This is an optimization exercise on Yosys and OpenROAD, whose aim is small area and a short achievable clock period, not a production implementation.
The RTL was checked by simulation tests, not by an equivalence proof against the original design.
No activity file was given, so power comes from the tool's default toggle rates.

--- design/flow/constraint.sdc ---
create_clock -name core_clock -period 11.0 [get_ports {clk}]
set_input_delay 2.2000 -clock core_clock [delete_from_list [all_inputs] [get_ports {clk}]]
set_output_delay 2.2000 -clock core_clock [all_outputs]
set_load 0.01 [all_outputs]
--- design/flow/run.sh ---
#!/bin/bash
# synth_recipe.tcl (not shown) runs the flow's synth.tcl, then flattens the netlist and writes it again
# the make line also repeats each setting of config.mk as NAME=value (left out here)
make -C /OpenROAD-flow-scripts/flow DESIGN_CONFIG=/design/flow/config.mk WORK_HOME=/design/flow/orfs CLKGATE_MAP_FILE= SYNTH_SCRIPT=/design/flow/synth_recipe.tcl finish
--- design/flow/design.v ---
module fmul
  (
   input         clk,
   input         reset,
   input         req,
   input [31:0]  x,
   input [31:0]  y,
   output [31:0] rslt,
   output [4:0]  flag
   );
   reg [3:0]     st;             
   always @(posedge clk)
     st <= req ? 4'b0001 : {st[2:0], 1'b0};
   wire          xz = (x[30:23] == 8'h00);
   wire          yz = (y[30:23] == 8'h00);
   wire [23:0]   fx = {~xz, x[22:0]};
   wire [23:0]   fy = {~yz, y[22:0]};
   wire [8:0]    grp = req   ? {fx[7:0], 1'b0} :
                       st[0] ? fx[15:7] : fx[23:15];
   reg [3:0]     bneg, bone, btwo;
   reg           xt;             
   integer       k;
   always @(posedge clk) begin
      for (k = 0; k < 4; k = k + 1) begin
         bneg[k] <= grp[2*k+2] & ~(grp[2*k+1] & grp[2*k]);
         bone[k] <= grp[2*k+1] ^ grp[2*k];
         btwo[k] <= (grp[2*k+2] & ~grp[2*k+1] & ~grp[2*k]) | (~grp[2*k+2] & grp[2*k+1] & grp[2*k]);
      end
      xt <= st[1] & fx[23];
   end
   reg [23:0]    yr;             
   reg [24:0]    hr;             
   reg [2:0]     hc;             
   reg [23:0]    lr;             
   wire [24:0]   y2 = {yr, 1'b0};
   wire [24:0]   y1 = {1'b0, yr};
   wire [24:0]   pp0 = ((y1 & {25{bone[0]}}) | (y2 & {25{btwo[0]}})) ^ {25{bneg[0]}};
   wire [24:0]   pp1 = ((y1 & {25{bone[1]}}) | (y2 & {25{btwo[1]}})) ^ {25{bneg[1]}};
   wire [24:0]   pp2 = ((y1 & {25{bone[2]}}) | (y2 & {25{btwo[2]}})) ^ {25{bneg[2]}};
   wire [24:0]   pp3 = ((y1 & {25{bone[3]}}) | (y2 & {25{btwo[3]}})) ^ {25{bneg[3]}};
   wire [32:0]   r0 = {7'b1010101, ~bneg[0], pp0};
   wire [32:0]   r1 = {5'h00, ~bneg[1], pp1, 1'b0, bneg[0]};
   wire [32:0]   r2 = {3'h0, ~bneg[2], pp2, 1'b0, bneg[1], 2'b00};
   wire [32:0]   r3 = {1'b0, ~bneg[3], pp3, 1'b0, bneg[2], 4'h0};
   wire [32:0]   rh = {7'h00, ~hr[24], hr[24], hr[23:0]};
   wire [32:0]   rx = {1'b0, yr & {24{xt}}, 1'b0, bneg[3], 6'h00};
   function [65:0] csa(input [32:0] a, input [32:0] b, input [32:0] c);
      csa = {a ^ b ^ c, ((a & b) | (a & c) | (b & c)) << 1};
   endfunction
   wire [32:0]   s1, c1, s2, c2, s3, c3, s4, c4;
   assign {s1, c1} = csa(r0, r1, r2);
   assign {s2, c2} = csa(r3, rh, rx);
   assign {s3, c3} = csa(s1, c1, s2);
   assign {s4, c4} = csa(s3, c3, c2);
   wire [8:0]    b0 = {1'b0, s4[7:0]}   + {1'b0, c4[7:0]}   + {8'h00, hc[0] & ~st[0]};
   wire [8:0]    b1 = {1'b0, s4[15:8]}  + {1'b0, c4[15:8]}  + {8'h00, hc[1] & ~st[0]};
   wire [8:0]    b2 = {1'b0, s4[23:16]} + {1'b0, c4[23:16]} + {8'h00, hc[2] & ~st[0]};
   wire [8:0]    b3 = s4[32:24] + c4[32:24];
   always @(posedge clk) begin
      lr <= {b0[7:0], lr[23:8]};
      hr <= req ? 25'h0 : {b3, b2[7:0], b1[7:0]};
      hc <= {b2[8], b1[8], b0[8]};
   end
   function [4:0] lzc24(input [23:0] v);
      integer i;
      begin
         lzc24 = 5'd24;
         for (i = 0; i < 24; i = i + 1)
           if (v[i]) lzc24 = 5'd23 - i;
      end
   endfunction
   reg [9:0]     er;             
   reg [6:0]     qr;             
   reg           cok, nrmok;
   wire [7:0]    ex = xz ? 8'h01 : x[30:23];
   wire [7:0]    ey = yz ? 8'h01 : y[30:23];
   wire [9:0]    e0 = {2'b00, ex} + {2'b00, ey} - 10'd126;
   wire [5:0]    lz = {1'b0, lzc24(fx)} + {1'b0, lzc24(fy)};
   wire [9:0]    l1 = {4'h0, qr[5:0]} + 10'd1;
   wire [9:0]    e_l1 = er - l1;                 
   wire          e_ge = ~e_l1[9];                
   wire [9:0]    t0 = e_ge ? l1 : er;            
   wire [8:0]    h0 = {1'b0, hr[7:0]} + {8'h00, hc[0]};
   wire [8:0]    h1 = {1'b0, hr[15:8]} + {8'h00, hc[1]} + {8'h00, h0[8]};
   wire [7:0]    h2 = hr[23:16] + {7'h00, hc[2]} + {7'h00, h1[8]};
   wire [49:0]   v0 = {h2, h1[7:0], h0[7:0], lr, 2'b00};
   wire [49:0]   v1 = qr[5] ? {32'h0, v0[49:32]} : v0;
   wire          k1 = qr[5] & (|v0[31:0]);
   wire [41:0]   v2 = qr[4] ? {8'h00, v1[49:16]} : v1[41:0];
   wire          k2 = qr[4] & (|v1[15:0]);
   wire [33:0]   v3 = qr[3] ? v2[41:8] : v2[33:0];
   wire          k3 = qr[3] & (|v2[7:0]);
   wire [29:0]   v4 = qr[2] ? v3[33:4] : v3[29:0];
   wire          k4 = qr[2] & (|v3[3:0]);
   wire [27:0]   v5 = qr[1] ? v4[29:2] : v4[27:0];
   wire          k5 = qr[1] & (|v4[1:0]);
   wire [26:0]   w  = qr[0] ? v5[27:1] : v5[26:0];
   wire          k6 = qr[0] & v5[0];
   wire          stk0 = k1 | k2 | k3 | k4 | k5 | k6;
   wire          c = ~w[26];
   wire          sh = c & cok;
   wire [25:0]   nw = sh ? w[25:0] : w[26:1];
   wire          stk = stk0 | (~sh & w[0]);
   wire [22:0]   man = nw[24:2];
   wire          gb = nw[1];
   wire          rb = nw[0];
   wire          rnd = gb & (rb | stk | man[0]);
   wire          inx = gb | rb | stk;
   wire [9:0]    expn = c ? er - 10'd1 : er;     
   wire [7:0]    e8 = nrmok ? expn[7:0] : 8'h00;
   wire          ovf = nrmok & (expn[8:0] >= 9'h0ff);
   wire          xnan = (x[30:23] == 8'hff) & (x[22:0] != 0);
   wire          ynan = (y[30:23] == 8'hff) & (y[22:0] != 0);
   wire          xinf = (x[30:23] == 8'hff) & (x[22:0] == 0);
   wire          yinf = (y[30:23] == 8'hff) & (y[22:0] == 0);
   wire          xsn = xnan & ~x[22];
   wire          ysn = ynan & ~y[22];
   wire          xzero = (x[30:0] == 0);
   wire          yzero = (y[30:0] == 0);
   wire          flush = e0[9] & (e0 <= 10'd997);      
   reg           o_sgn, o_inc, o_f4, o_f2, o_f0, o_ufa, o_ufb, o_nm;
   reg [30:0]    o_v;
   always @(*) begin
      o_sgn = x[31] ^ y[31]; o_v = 31'h0; o_inc = 1'b0; o_f4 = 1'b0; o_f2 = 1'b0; o_f0 = 1'b0;
      o_ufa = 1'b0; o_ufb = 1'b0; o_nm = 1'b0;
      if (xnan) begin
         o_sgn = x[31]; o_v = x[30:0] | 31'h00400000;
         o_f4 = xsn | ysn;
      end else if (ynan) begin
         o_sgn = y[31]; o_v = y[30:0] | 31'h00400000;
         o_f4 = ysn;
      end else if ((xinf & yzero) | (yinf & xzero)) begin
         o_sgn = 1'b1; o_v = 31'h7fc00000; o_f4 = 1'b1;
      end else if (xinf | yinf) begin
         o_v = 31'h7f800000;
      end else if (xzero | yzero) begin
      end else if (flush) begin
         o_f0 = 1'b1; o_ufa = 1'b1; o_ufb = 1'b1;
      end else if (ovf) begin
         o_v = 31'h7f800000; o_f2 = 1'b1; o_f0 = 1'b1;
      end else begin
         o_v = {e8, man}; o_inc = rnd; o_f0 = inx; o_nm = 1'b1;
         o_ufa = inx & (e8 == 8'h00);
         o_ufb = inx & (e8 == 8'h00) & ~rb;
      end
   end
   always @(posedge clk) begin
      if (req)
        yr <= fy;
      else if (st[3])
        yr <= o_v[23:0];
      if (req)
        er <= e0;
      else if (st[1])
        er <= er - {4'h0, qr[5:0]};
      else if (st[3])
        er <= {o_f4, o_inc, o_sgn, o_v[30:24]};
      if (st[0])
        qr <= {1'b0, lz};
      else if (st[1])
        qr <= 7'd24 - t0[6:0];
      else if (st[3])
        qr <= {2'b00, o_nm, o_ufb, o_ufa, o_f2, o_f0};
      if (st[1]) begin
         cok <= e_ge & (e_l1 != 10'd0);
         nrmok <= e_ge;
      end
   end
   wire [30:0]   rv = {er[6:0], yr};
   wire          r_inc = er[8];
   wire          c23 = r_inc & (&rv[22:0]);
   assign rslt = {er[7], rv + {30'h0, r_inc}};
   assign flag = {er[9], 1'b0, qr[1] | (qr[4] & c23 & (rv[30:23] == 8'hfe)),
                  qr[3] | (qr[2] & ~c23), qr[0]};
endmodule
--- design/flow/config.mk ---
export PLATFORM = sky130hd
export DESIGN_NAME = fmul
export DESIGN_NICKNAME = fmul
export VERILOG_FILES = /design/flow/design.v
export SDC_FILE = /design/flow/constraint.sdc
export NUM_CORES = 4
export LEC_CHECK = 0
export ABC_CLOCK_PERIOD_IN_PS = 4000
export CAP_MARGIN = 20
export CORE_MARGIN = 2
export CORE_UTILIZATION = 55
export SETUP_SLACK_MARGIN = 5
export SLEW_MARGIN = 20
==> summary.txt, run 1 <==
* HP Start: lr[9]
* Clock slew at reported path FFs at 80 ps
* Setup crit end kind: output port
* Synth warnings at 1
* Clock root buffer: clkbuf_16
* Final WL at just over 50 mm
* TritonCTS buffer count at 9
* # nets final at 2192
* Hold path depth at 0
* WL/cell at approximately 22 um
* Detailed Route Iter0 Violations at roughly 1800
* FF-to-FF End: yr[1]
* Distinct cells, synth at 86
* Skew-Pair Late Insertion Delay at 390 ps
* Critical Path Source Type: flip-flop
* Htree depth at 3
* FFs w/ async S/R, synth at 0%
* R2R Path Start: hr[0]
* Via density at 6.350
* Setup TNS at 0 ps
* CP Max Fanout at 14
* Drt first pass iters at 6
* Chip Height at 174.7 um
* CP arrival at 3650 ps
* Worst r2r path cells at 20
* Reg power frac at 14.0%
* Worst min path class: reg2reg
* RSZ-0062 raised after global routing: true
* Post-synthesis net count at 2190
* Outcome: finished clean
* Setup Viol. Count Final at 0
* Layout area overhead at 9.322%
* Via count at 14694
* Peak supply drop at approximately 250 uV
* Total die area at 0.03052 mm^2
* Post-Layout Cell Count at 2314
* Total GRT Usage at 34.20%
* Core ar. at 0.02870 mm^2
* Commonest non-fill, non-tap cells in the layout: 191 x inv_1, 169 x xnor2_1, 125 x nand2_1
* Minimum clock period at 5853 ps
* Crit path kind: reg2out
* Util after Layout at 61.04%
* Chip width at 174.7 um
* Met2 wire length at 23.35 mm
* Met3 WL at 4.420 mm
* Ys flop type: dfxtp_1
* Pins over their slew limit at 0
* Fmax at between 0.15 and 0.2 GHz
* Register area share after synthesis at 16.49%
* Num Clock Sinks at 111
* Highest layer used for signal routing: met5
* Worst slew pin tran at a little over 900 ps
* Final hold vios at 0
* Fill cell count at 2567
* Hold_buf cts at 0
* Final Cycle Share at between 50% and 60%
* Clock power frac at 5.5%
* Antenna Cells at 0
* Io pins at 104
* Post-route setup slack at 5147 ps
* Vias in the first global route at approximately 14000
* Post-synthesis average cell area at 8.334 um^2
* Comb pwr share at 80.6%
* Antenna Nets Post-Route at 0
* Layout cells sized above 1 at under 10%
* Sw frac at 51.31%
* Yosys reg bits at 111
* Power per cell area at roughly 350 mW/mm^2
* Detailed Place HPWL at 39.93 mm
* Initial Util at between 50% and 60%
* Post-Syn Instances at roughly 1900
* Clock buffer depth at 2
* Reg2reg setup slack at around 5400 ps
* NetSw at 3.169 mW
* Most common cell after layout, fill and taps aside: inv_1
* Critical path required time at roughly 9000 ps
* Port bufs at 101
* Clock skew at 14.35 ps
* Worst Setup SP: yr[1]
* CTS tree: yes
* Cells after DPL at between 2000 and 2500
* Slew margin rel. at 38.30%
* Gpl congestion at 0.9555
* Grt total ovfl at 0
* EDFF count, synth at 42
* Core Rows at 62
* Largest net degree at the start of global routing at 69
* Post-place setup slack at just over 4000 ps
* Initial antenna violation count at 1
* Netlist Area Pre-Place at around 0.016 mm^2
* Hold Path Sink: lr[1]
* Int Pwr at 3.007 mW
* First-pass GRT wire length at 81.39 mm
* Total of max-cap violations at 0
* Met1 wire length at 22.04 mm
* Leakage at between 7 and 8 nW
* # DRC at 0
[worst max path at each step]
| stage | endpoint |
|---|---|
| after floorplan | yr[4] |
| after global placement | yr[1] |
| after detailed placement | yr[1] |
| after CTS | yr[1] |
| after global routing | yr[15] |
| final | rslt[30] |
[power by group through the flow]
stage          combinational [mW]  clock (mW)  sequential [mW]
6_report                     4.98       0.337            0.863
5_1_grt                      5.61       0.353            0.880
4_1_cts                      4.99       0.339            0.857
3_5_place_dp                 4.95           0            0.874
3_3_place_gp                 4.80           0            0.875
2_1_floorplan                3.84           0            0.705
[area by class of cell]
cell class | count | area [um^2] | share of cell area, %
clock buffer | 10 | 229.0 | 1.307
clock inverter | 6 | 52.55 | 0.3000
inverter | 195 | 732.0 | 4.178
multi-input combinational | 1481 | 12180 | 69.50
sequential | 111 | 2644 | 15.09
tap | 384 | 480.5 | 2.742
timing repair buffer | 127 | 1205 | 6.878
[cell usage after synthesis (28+ instances only)]
cell / number / area share, %
a21o_1: 28 / 1.3
a21oi_1: 93 / 2.9
a22oi_1: 119 / 5.6
clkbuf_1: 95 / 2.2
dfxtp_1: 69 / 8.6
edfxtp_1: 42 / 7.9
fa_1: 104 / 13
ha_1: 96 / 7.5
inv_1: 191 / 4.5
mux2i_1: 86 / 5.4
nand2_1: 127 / 3.0
nand3_1: 35 / 1.1
nor2_1: 117 / 2.7
nor3_1: 39 / 1.2
nor4_1: 28 / 1.1
o21ai_0: 59 / 1.8
xnor2_1: 170 / 9.3
[per-stage QoR]
stage                     hold slack, ps  power, mW  cell area, um^2
after floorplan                    348.3      4.547            16030
after global placement             362.0      5.679            17070
after detailed placement           367.8      5.822            17070
after CTS                          380.9      6.188            17430
after global routing               394.1      6.840            17520
final                              381.2      6.176            17520
[state kept, by name, summed over array words and instances (netlist names), 3 cells and up]
name and cells:
bneg 4, er 10, st 4, btwo 4
bone 4, hc 3, lr 24, yr 24
hr 25, qr 6
[critical path, stage by stage (launching register included)]
cell,delay [ps]
edfxtp_1,700
ha_1,280
nand3_1,320
or2_2,500
nor3_2,410
nand2_1,180
nor2_1,150
xor2_1,150
clkdlybuf4s50_1,570
[cells by family after synthesis]
| logic type | Yosys count | synth area share [%] |
|---|---|---|
| and+or+nand+nor | 486 | 14.92 |
| AOI/OAI and AO/OA | 477 | 20.62 |
| buffers and inverters | 331 | 8.268 |
| adders and majority gates | 200 | 20.49 |
| xor gates and xnor gates | 198 | 10.87 |
| muxes | 119 | 8.323 |
| DFF | 111 | 16.49 |
| other | 1 | 0.02340 |
[repair_timing]
| action | CTS | global route |
|---|---|---|
| resized for setup | 10 | 13 |
| pin swaps | 1 | 2 |
| setup buffers | 4 | 2 |
| endpoints found under the setup margin | 42 | 37 |
[metal layers]
layer  track usage, %  vias to the layer above
li1                 -                     6783
met1            47.05                     7046
met2            53.64                      751
met3            6.658                      110
met4            11.88                        4
met5            1.603                        -
==> inputs of run 2 (changes only) <==
--- a/design/flow/design.v
+++ b/design/flow/design.v
@@ -52,9 +52,12 @@
    assign {s2, c2} = csa(r3, rh, rx);
    assign {s3, c3} = csa(s1, c1, s2);
    assign {s4, c4} = csa(s3, c3, c2);
-   wire [8:0]    b0 = {1'b0, s4[7:0]}   + {1'b0, c4[7:0]}   + {8'h00, hc[0] & ~st[0]};
-   wire [8:0]    b1 = {1'b0, s4[15:8]}  + {1'b0, c4[15:8]}  + {8'h00, hc[1] & ~st[0]};
-   wire [8:0]    b2 = {1'b0, s4[23:16]} + {1'b0, c4[23:16]} + {8'h00, hc[2] & ~st[0]};
+   wire [9:0]    a0 = {1'b0, s4[7:0], 1'b1}   + {1'b0, c4[7:0], hc[0] & ~st[0]};
+   wire [9:0]    a1 = {1'b0, s4[15:8], 1'b1}  + {1'b0, c4[15:8], hc[1] & ~st[0]};
+   wire [9:0]    a2 = {1'b0, s4[23:16], 1'b1} + {1'b0, c4[23:16], hc[2] & ~st[0]};
+   wire [8:0]    b0 = a0[9:1];
+   wire [8:0]    b1 = a1[9:1];
+   wire [8:0]    b2 = a2[9:1];
    wire [8:0]    b3 = s4[32:24] + c4[32:24];
    always @(posedge clk) begin
       lr <= {b0[7:0], lr[23:8]};
@@ -71,19 +74,17 @@
    endfunction
    reg [9:0]     er;             
    reg [6:0]     qr;             
-   reg           cok, nrmok;
-   wire [7:0]    ex = xz ? 8'h01 : x[30:23];
-   wire [7:0]    ey = yz ? 8'h01 : y[30:23];
-   wire [9:0]    e0 = {2'b00, ex} + {2'b00, ey} - 10'd126;
-   wire [5:0]    lz = {1'b0, lzc24(fx)} + {1'b0, lzc24(fy)};
-   wire [9:0]    l1 = {4'h0, qr[5:0]} + 10'd1;
-   wire [9:0]    e_l1 = er - l1;                 
-   wire          e_ge = ~e_l1[9];                
-   wire [9:0]    t0 = e_ge ? l1 : er;            
-   wire [8:0]    h0 = {1'b0, hr[7:0]} + {8'h00, hc[0]};
-   wire [8:0]    h1 = {1'b0, hr[15:8]} + {8'h00, hc[1]} + {8'h00, h0[8]};
-   wire [7:0]    h2 = hr[23:16] + {7'h00, hc[2]} + {7'h00, h1[8]};
-   wire [49:0]   v0 = {h2, h1[7:0], h0[7:0], lr, 2'b00};
+   reg           cok, nrmok, flush;
+   wire [7:0]    ex = {x[30:24], x[23] | xz};
+   wire [7:0]    ey = {y[30:24], y[23] | yz};
+   wire [8:0]    sxy = {1'b0, ex} + {1'b0, ey};
+   wire [4:0]    lz = lzc24(xz ? fx : fy);
+   wire [9:0]    sm = {1'b0, er[8:0]} - {5'h00, qr[4:0]};    
+   wire [9:0]    e_l1 = sm - 10'd127;                       
+   wire          e_ge = ~e_l1[9];                           
+   wire [5:0]    shv = e_ge ? 6'd23 - {1'b0, qr[4:0]} : 6'd22 - er[5:0];   
+   wire [23:0]   hf = hr[23:0] + {7'h00, hc[2], 7'h00, hc[1], 7'h00, hc[0]};
+   wire [49:0]   v0 = {hf, lr, 2'b00};
    wire [49:0]   v1 = qr[5] ? {32'h0, v0[49:32]} : v0;
    wire          k1 = qr[5] & (|v0[31:0]);
    wire [41:0]   v2 = qr[4] ? {8'h00, v1[49:16]} : v1[41:0];
@@ -117,7 +118,6 @@
    wire          ysn = ynan & ~y[22];
    wire          xzero = (x[30:0] == 0);
    wire          yzero = (y[30:0] == 0);
-   wire          flush = e0[9] & (e0 <= 10'd997);      
    reg           o_sgn, o_inc, o_f4, o_f2, o_f0, o_ufa, o_ufb, o_nm;
    reg [30:0]    o_v;
    always @(*) begin
@@ -150,20 +150,21 @@
       else if (st[3])
         yr <= o_v[23:0];
       if (req)
-        er <= e0;
+        er <= {1'b0, sxy};
       else if (st[1])
-        er <= er - {4'h0, qr[5:0]};
+        er <= sm - 10'd126;
       else if (st[3])
         er <= {o_f4, o_inc, o_sgn, o_v[30:24]};
       if (st[0])
-        qr <= {1'b0, lz};
+        qr <= {2'b00, lz};
       else if (st[1])
-        qr <= 7'd24 - t0[6:0];
+        qr <= {1'b0, shv};
       else if (st[3])
         qr <= {2'b00, o_nm, o_ufb, o_ufa, o_f2, o_f0};
       if (st[1]) begin
          cok <= e_ge & (e_l1 != 10'd0);
          nrmok <= e_ge;
+         flush <= (er[8:0] <= 9'd99);           
       end
    end
    wire [30:0]   rv = {er[6:0], yr};
==> design/flow/flow/run.sh (new file) <==
#!/bin/bash
export SETUP_SLACK_MARGIN=${SETUP_SLACK_MARGIN_OVERRIDE:-7}
bash standard.sh > standard_flow.log 2>&1
==> design/flow/standard.sh (new file) <==
#!/bin/bash
# synth_recipe.tcl (not shown) runs the flow's synth.tcl, then flattens the netlist and writes it again
# the make line also repeats each setting of config.mk as NAME=value (left out here)
make -C /OpenROAD-flow-scripts/flow DESIGN_CONFIG=/design/flow/config.mk WORK_HOME=/design/flow/orfs CLKGATE_MAP_FILE= SYNTH_SCRIPT=/design/flow/synth_recipe.tcl "${@:-finish}"
--- a/design/flow/config.mk
+++ b/design/flow/config.mk
@@ -9,5 +9,4 @@
 export CAP_MARGIN = 20
 export CORE_MARGIN = 2
 export CORE_UTILIZATION = 55
-export SETUP_SLACK_MARGIN = 5
 export SLEW_MARGIN = 20
removed: design/flow/run.sh
==> run 2 against run 1 <==
Effect of this change:
- via count is 22% higher
- die area is 4.8% higher
- global-route usage is 5.3 points higher
- critical path type unchanged
- still clean on timing, DRC and antenna
- setup slack better by 1200 ps
- non-clock buffer count is 194 higher
- count of clock-buffer cells in the layout stayed put
- clock skew is 0.91 ps lower
==> summary.txt, run 2 <==
* Outcome: finished clean
* Layout area overhead at 28.57%
* Setup Viol. Count Final at 0
* Total die area at 0.03200 mm^2
* CTS tree: yes
* Netlist Area Pre-Place at 0.01682 mm^2
* Ranking of synthesized cells by area: fa_1 12%, xnor2_1 8.6%, dfxtp_1 8.5%
* WL/cell at 25.05 um
* FFs w/ async S/R, synth at 0%
* Skew-Pair Late Insertion Delay at between 300 and 400 ps
* Critical path required time at 8800 ps
* EDFF count, synth at 41
* Port bufs at around 100
* Chip Height at 178.9 um
* Peak supply drop at 370.2 uV
* Total GRT Usage at roughly two fifths
* Post-Syn Instances at ~2100
* Initial Util at 55.42%
* Vias in the first global route at 16521
* Detailed Route Iter0 Violations at about 2100
* TritonCTS buffer count at 9
* Worst min path class: reg2reg
* Synth top area share at 11.66%
* Worst slew pin tran at 898.0 ps
* # nets final at 2495
* Leakage at 8.920 nW
* Clock skew at 13.44 ps
* Post-synthesis average cell area at 8.102 um^2
* Post-synthesis net count at 2319
* Via density at about 6.8
* Htree depth at 3
* RSZ-0062 raised after global routing: true
* Core ar. at 0.03035 mm^2
* Slew margin rel. at about two fifths
* Clock slew at reported path FFs at 90 ps
* Via count at 17985
* Setup TNS at 0 ps
* Final Cycle Share at 42.38%
* Initial antenna violation count at 0
* First-pass GRT wire length at 96.36 mm
* Total of max-cap violations at 0
* Fmax at 0.2145 GHz
* Yosys reg bits at around 110
* Worst r2r path cells at 20
* Number of flip-flops under the largest register name at 25
* Clock root buffer: clkbuf_16
* Grt total ovfl at 0
* Reg2reg setup slack at about 6600 ps
* Gpl congestion at ~1
* Area of the multi-input gates at 0.01456 mm^2
* CP Max Fanout at 3
* Clock buffer depth at 2
* Commonest non-fill, non-tap cells in the layout: 164 x inv_1, 145 x xnor2_1, 140 x nor2_1
* Sequential cell area at 0.002684 mm^2
* CP arrival at 2460 ps
* Antenna Cells at 0
* Synth warnings at 1
* Chip width at 178.9 um
* Crit path kind: reg2out
* Minimum clock period at between 4000 and 5000 ps
* Biggest register: hr
* Final hold vios at 0
* Post-synth top cells: 174 x inv_1, 165 x xnor2_1, 157 x nor2_1, 137 x nand2_1, 122 x a22oi_1
* Register area share after synthesis at 15.77%
* Distinct cells, synth at about 110
* Core Rows at 64
* Top flop regs: hr (25), lr (24), yr (24)
* Leading area contributor after synthesis: fa_1
* Detailed Place HPWL at 45.36 mm
* Fill cell count at between 2000 and 2500
* Largest net degree at the start of global routing at 73
* Hold path depth at 0
* Drt first pass iters at 6
* Power per cell area at 340.2 mW/mm^2
* Io pins at 104
* Most common cell after layout, fill and taps aside: inv_1
* Num Clock Sinks at 112
* Layout cells sized above 1 at 28.49%
* Cell with the most instances after synthesis: inv_1
* Final WL at 66.45 mm
* Antenna Nets Post-Route at 0
* Final Total Pwr at 7.356 mW
* Pins over their slew limit at 0
* Critical Path Source Type: flip-flop
* Setup crit end kind: output port
* # DRC at 0
* Ys flop type: dfxtp_1
[run 2: changes by cell type after synthesis, sizes merged, moves of 12 or more]
cell / before / now
nor2: 117 / 158
mux2i: 86 / 66
a31oi: 9 / 24
inv: 194 / 176
buf: 41 / 56
nand2: 127 / 139
a21oi: 94 / 71
nor3: 39 / 54
ha: 96 / 78
[run 2: worst paths after layout]
path / start / to
max: yr[3] / rslt[28]
min: lr[11] / lr[3]
max reg2reg: yr[2] / hr[7]
min reg2reg: lr[11] / lr[3]
[run 2: logic make-up after synthesis]
logic type | share of synthesized area [%]
AND/OR/NAND/NOR | 18.28
AO/OA/AOI/OAI | 24.34
buffers and inverters | 7.989
XOR/XNOR | 9.998
adder cells (fa/ha/maj) | 17.47
flip-flops | 15.77
multiplexers | 6.137
other | 0.02230
[run 2: metrics by stage]
stage,hold WS [ps],cell area [um^2],std cells,utilization [%],worst slack (ps)
detailed placement,358.8,18050,2441,59.47,5603
finish,366.0,21620,2653,71.25,6338
global placement,357.1,18050,2441,59.47,5666
global route,373.5,21620,2653,71.25,6253
floorplan,344.3,17270,2076,-,6279
CTS,366.1,20460,2597,67.40,6455
[run 2: repair_timing]
action                                  4_1_cts  5_1_grt
endpoints found under the setup margin      100       88
setup buffers                               134       56
pin swaps                                   130      141
cloned                                        6        0
hold buffers                                  0        0
gates resized for setup                     513      177
[run 2: critical path: stages, from the launching register on]
cell and delay (ps):
edfxtp_1 500, and2_4 200, nand4_1 220, nor2_4 220, and3_4 280, and3_4 240
nand3_2 100, xnor2_2 170, buf_2 150
[run 2: layout make-up]
cell class	count	share of cell area, %
Clock inverter	6	0.3356
Timing Repair Buffer	321	13.27
Tap cell	396	2.291
Clock buffer	10	1.157
Multi-Input combinational cell	1628	67.31
Inverter	180	3.223
Sequential cell	112	12.41
[run 2: layer usage]
layer	vias to the layer above	wire [um]	track usage, %
met5	-	0	0
met4	0	4381	21.07
met3	287	5933	5.704
met2	1188	30080	61.75
met1	8661	26050	52.64
li1	7849	-	-
[run 2: power by group]
group	internal, mW	total (mW)	switching [mW]	leakage [nW]
Sequential	0.613	0.856	0.244	1.01
Clock	0.177	0.358	0.181	0.158
Combinational	2.80	6.14	3.35	7.75
==> inputs of run 3 (changes only) <==
==> design/flow/run.sh (new file) <==
#!/bin/bash
# synth_recipe.tcl (not shown) runs the flow's synth.tcl, then flattens the netlist and writes it again
# the make line also repeats each setting of config.mk as NAME=value (left out here)
make -C /OpenROAD-flow-scripts/flow DESIGN_CONFIG=/design/flow/config.mk WORK_HOME=/design/flow/orfs CLKGATE_MAP_FILE= SYNTH_SCRIPT=/design/flow/synth_recipe.tcl finish
--- a/design/flow/config.mk
+++ b/design/flow/config.mk
@@ -9,4 +9,5 @@
 export CAP_MARGIN = 20
 export CORE_MARGIN = 2
 export CORE_UTILIZATION = 55
+export SETUP_SLACK_MARGIN = 5
 export SLEW_MARGIN = 20
removed: design/flow/flow/run.sh
removed: design/flow/standard.sh
==> run 3 against run 2 <==
Effect of this change:
- still clean on timing, DRC and antenna
- clock power down 5%
- largest cell class unchanged
- largest power group unchanged
- clock skew is essentially flat
- non-clock buffer count decreased by 194
- critical path depth unchanged
- final area is 16% lower
- sequential power increased by 3.6%
- register-to-register slack got worse by 1000 ps
==> summary.txt, run 3 <==
* RSZ-0062 raised after global routing: false
* Critical Path Source Type: flip-flop
* Total GRT Usage at 36.29%
* Total of max-cap violations at 0
* Placed Area at around 0.018 mm^2
* Chip width at 178.9 um
* WL/cell at between 20 and 25 um
* Gpl congestion at between 0.9 and 1
* Netlist Area Pre-Place at 0.01682 mm^2
* CP max-delay cell: edfxtp_1
* Cell with the most instances after synthesis: inv_1
* Leading area contributor after synthesis: fa_1
* Fmax at 0.1719 GHz
* Biggest register: hr
* Num Clock Sinks at 112
* Antenna Cells at 0
* Setup Buffers After CTS at 0
* Post-route setup slack at 5182 ps
* Total die area at 0.03200 mm^2
* Met3 WL at 4.977 mm
* Peak supply drop at around 280 uV
* Setup Viol. Count Final at 0
* Final Cycle Share at 52.89%
* Drt first pass iters at 8
* Skew-Pair Late Insertion Delay at 390 ps
* Antenna Nets Post-Route at 0
* NetSw at 3.224 mW
* Initial antenna violation count at 0
* Vias in the first global route at 14918
* Register area share after synthesis at 15.77%
* Sw frac at 52.04%
* Post-Layout Cell Count at between 2000 and 2500
* Min Hold Slack at roughly 370 ps
* Int Pwr at 2.972 mW
* Crit path kind: reg2out
* Top cell by count, worst path: and3_1
* Clock buffer depth at 2
* Met1 wire length at 24.36 mm
* Ranking of synthesized cells by area: fa_1 12%, xnor2_1 8.6%, dfxtp_1 8.5%
* Pins over their slew limit at 0
* Comb pwr share at 80.2%
* Post-route cell area at 0.01815 mm^2
* Largest net degree at the start of global routing at 73
* Final hold vios at 0
* # nets final at 2300
* Port bufs at 101
* Commonest non-fill, non-tap cells in the layout: 174 x inv_1, 165 x xnor2_1, 156 x nor2_1
* Grt total ovfl at 0
* Via density at about 6.6
* Layout area overhead at 7.915%
* Reg power frac at between 10 and 15%
* Htree depth at 3
* Critical path required time at between 8000 and 9000 ps
* Power per cell area at ~340 mW/mm^2
* Slew margin rel. at 17.16%
* Top flop regs: hr (25), lr (24), yr (24)
* Cells after DPL at 2442
* Highest layer used for signal routing: met4
* Post-synth top cells: 174 x inv_1, 165 x xnor2_1, 157 x nor2_1, 137 x nand2_1, 122 x a22oi_1
* Ys flop type: dfxtp_1
* First-pass GRT wire length at 88.25 mm
* TritonCTS buffer count at 9
* # DRC at 0
* Clock root buffer: clkbuf_16
* Io pins at ~100
* CTS tree: yes
* Detailed Place HPWL at ~45 mm
* Leakage at 7.275 nW
* Core ar. at 0.03035 mm^2
* Fill cell count at between 2000 and 3000
* Outcome: finished clean
* Chip Height at about 180 um
* Core Rows at 64
* Post-place setup slack at between 5000 and 6000 ps
* Yosys reg bits at 112
* Clock slew at reported path FFs at 80 ps
* Worst slew pin tran at 1227 ps
* Post-synthesis average cell area at 8.102 um^2
* Distinct cells, synth at 105
* Post-synthesis net count at 2319
* Synth warnings at 1
* Clock skew at 13.47 ps
* Slowest stage delay, CP at ~700 ps
* Synth top area share at a little under an eighth
* Setup TNS at 0 ps
* Clock power frac at 5.5%
* Final WL at a little under 60 mm
* Most common cell after layout, fill and taps aside: inv_1
* Worst min path class: reg2reg
* Setup crit end kind: output port
* CP Max Fanout at 13
* Post-Syn Instances at 2076
* CP arrival at approximately 3600 ps
* Initial Util at a little under three fifths
* Hold_buf cts at 0
* EDFF count, synth at 41
* FFs w/ async S/R, synth at 0%
* Number of flip-flops under the largest register name at 25
* Via count at 16344
* Met2 wire length at 26.25 mm
* Crit-path cells: and2_1 > nand4_1 > nor2_1 > and3_1 > and3_1 > nand3_1 > xnor2_1 > clkdlybuf4s50_1
* Minimum clock period at ~5800 ps
* Layout cells sized above 1 at 6.256%
* Detailed Route Iter0 Violations at 1986
[run 3: cell count changes in the layout (fill, tap and decap cells not counted), moves of 27 or more]
cell	change
buf_4	-113
clkdlybuf4s50_1	+92
buf_6	-70
a22oi_1	+45
a22oi_2	-45
buf_2	-35
dlygate4sd2_1	-30
o21ai_0	+27
[run 3: logic make-up after synthesis]
kind of cell               count (synthesis)  synth area share [%]
and+or+nand+nor                          603                 18.28
DFF                                      112                 15.77
muxes                                     94                 6.137
buffers and inverters                    337                 7.989
adders and majority gates                176                 17.47
AOI/OAI and AO/OA                        561                 24.34
xor gates and xnor gates                 192                 9.998
other                                      1               0.02230
[run 3: final timing paths]
kind                            slack, ps  endpoint  depth (start not counted)  startpoint
worst max-delay path                 5180  rslt[29]                          8       yr[3]
worst min-delay path                  370     lr[3]                          0      lr[11]
worst max register to register       5510     qr[3]                         12       hr[0]
worst min register to register        370     lr[3]                          0      lr[11]
[run 3: what timing repair did]
action | 4_1_cts | 5_1_grt
pin swaps | 0 | 0
setup endpoints to repair | 1 | 2
resized for setup | 1 | 1
[run 3: power groups by stage]
| stage | combinational, mW | sequential, mW | clock, mW |
|---|---|---|---|
| after floorplan | 3.88 | 0.691 | 0 |
| after global placement | 4.81 | 0.883 | 0 |
| after detailed placement | 4.92 | 0.885 | 0 |
| after CTS | 4.95 | 0.878 | 0.347 |
| after global routing | 5.54 | 0.906 | 0.357 |
| final | 4.97 | 0.887 | 0.341 |
[run 3: cell type report]
class	instances	area, um^2	area share (%)
Clock buffer	9	225.2	1.241
Clock inverter	7	73.82	0.4067
Inverter	180	675.6	3.722
Multi-Input combinational cell	1627	12830	70.67
Sequential cell	112	2653	14.61
Tap cell	396	495.5	2.730
Timing Repair Buffer	127	1201	6.617
[run 3: per-layer routing]
metal  vias to the layer above  track usage (%)
li1                       7466                -
met1                      7825            50.70
met2                       910            55.83
met3                       143            4.962
met4                         0            16.02
met5                         -                0
[run 3: critical path, delay by kind of cell (launching register included)]
kind          cells  cell delay, ps
buf+inv           1             560
simple gates      6            1780
flops             1             700
xor+xnor          1             190
[run 3: through the flow]
step,power (mW),util (%)
5_1_grt,6.804,59.81
2_1_floorplan,4.572,-
3_5_place_dp,5.808,58.81
4_1_cts,6.173,59.80
3_3_place_gp,5.693,58.81
6_report,6.196,59.81

port drivers added, routing unchanged:
How much do the figures lean on ideal ports? The routed layouts below were timed once more, with nothing changed but the port constraints.
Step 1 sets driving cells, clkbuf_16 on the clock port and buf_2 on the other inputs (assumed; they add their load-dependent delay and slew).
Step 2 also shifts input and output timing later by t, the mid clock arrival at the registers, as if the neighbouring blocks saw the same clock.
a / b / c = no drivers / after step 1 / after step 2; a / b = the first two.
run	t (ns)	setup WS [ns]	hold slack, ns	pins driven straight from the clock port
run 1	0.438	5.147 / 5.094 / 4.834	0.381 / 0.381 / 0.381	1
run 2	0.427	6.338 / 6.284 / 6.210	0.366 / 0.366 / 0.366	1
run 3	0.438	5.182 / 5.127 / 4.971	0.367 / 0.367 / 0.367	1
After both steps every run listed still meets setup and hold. The setup slack of run 1, which loses most, moves by -0.053 ns with the drivers and by -0.313 ns with both steps.
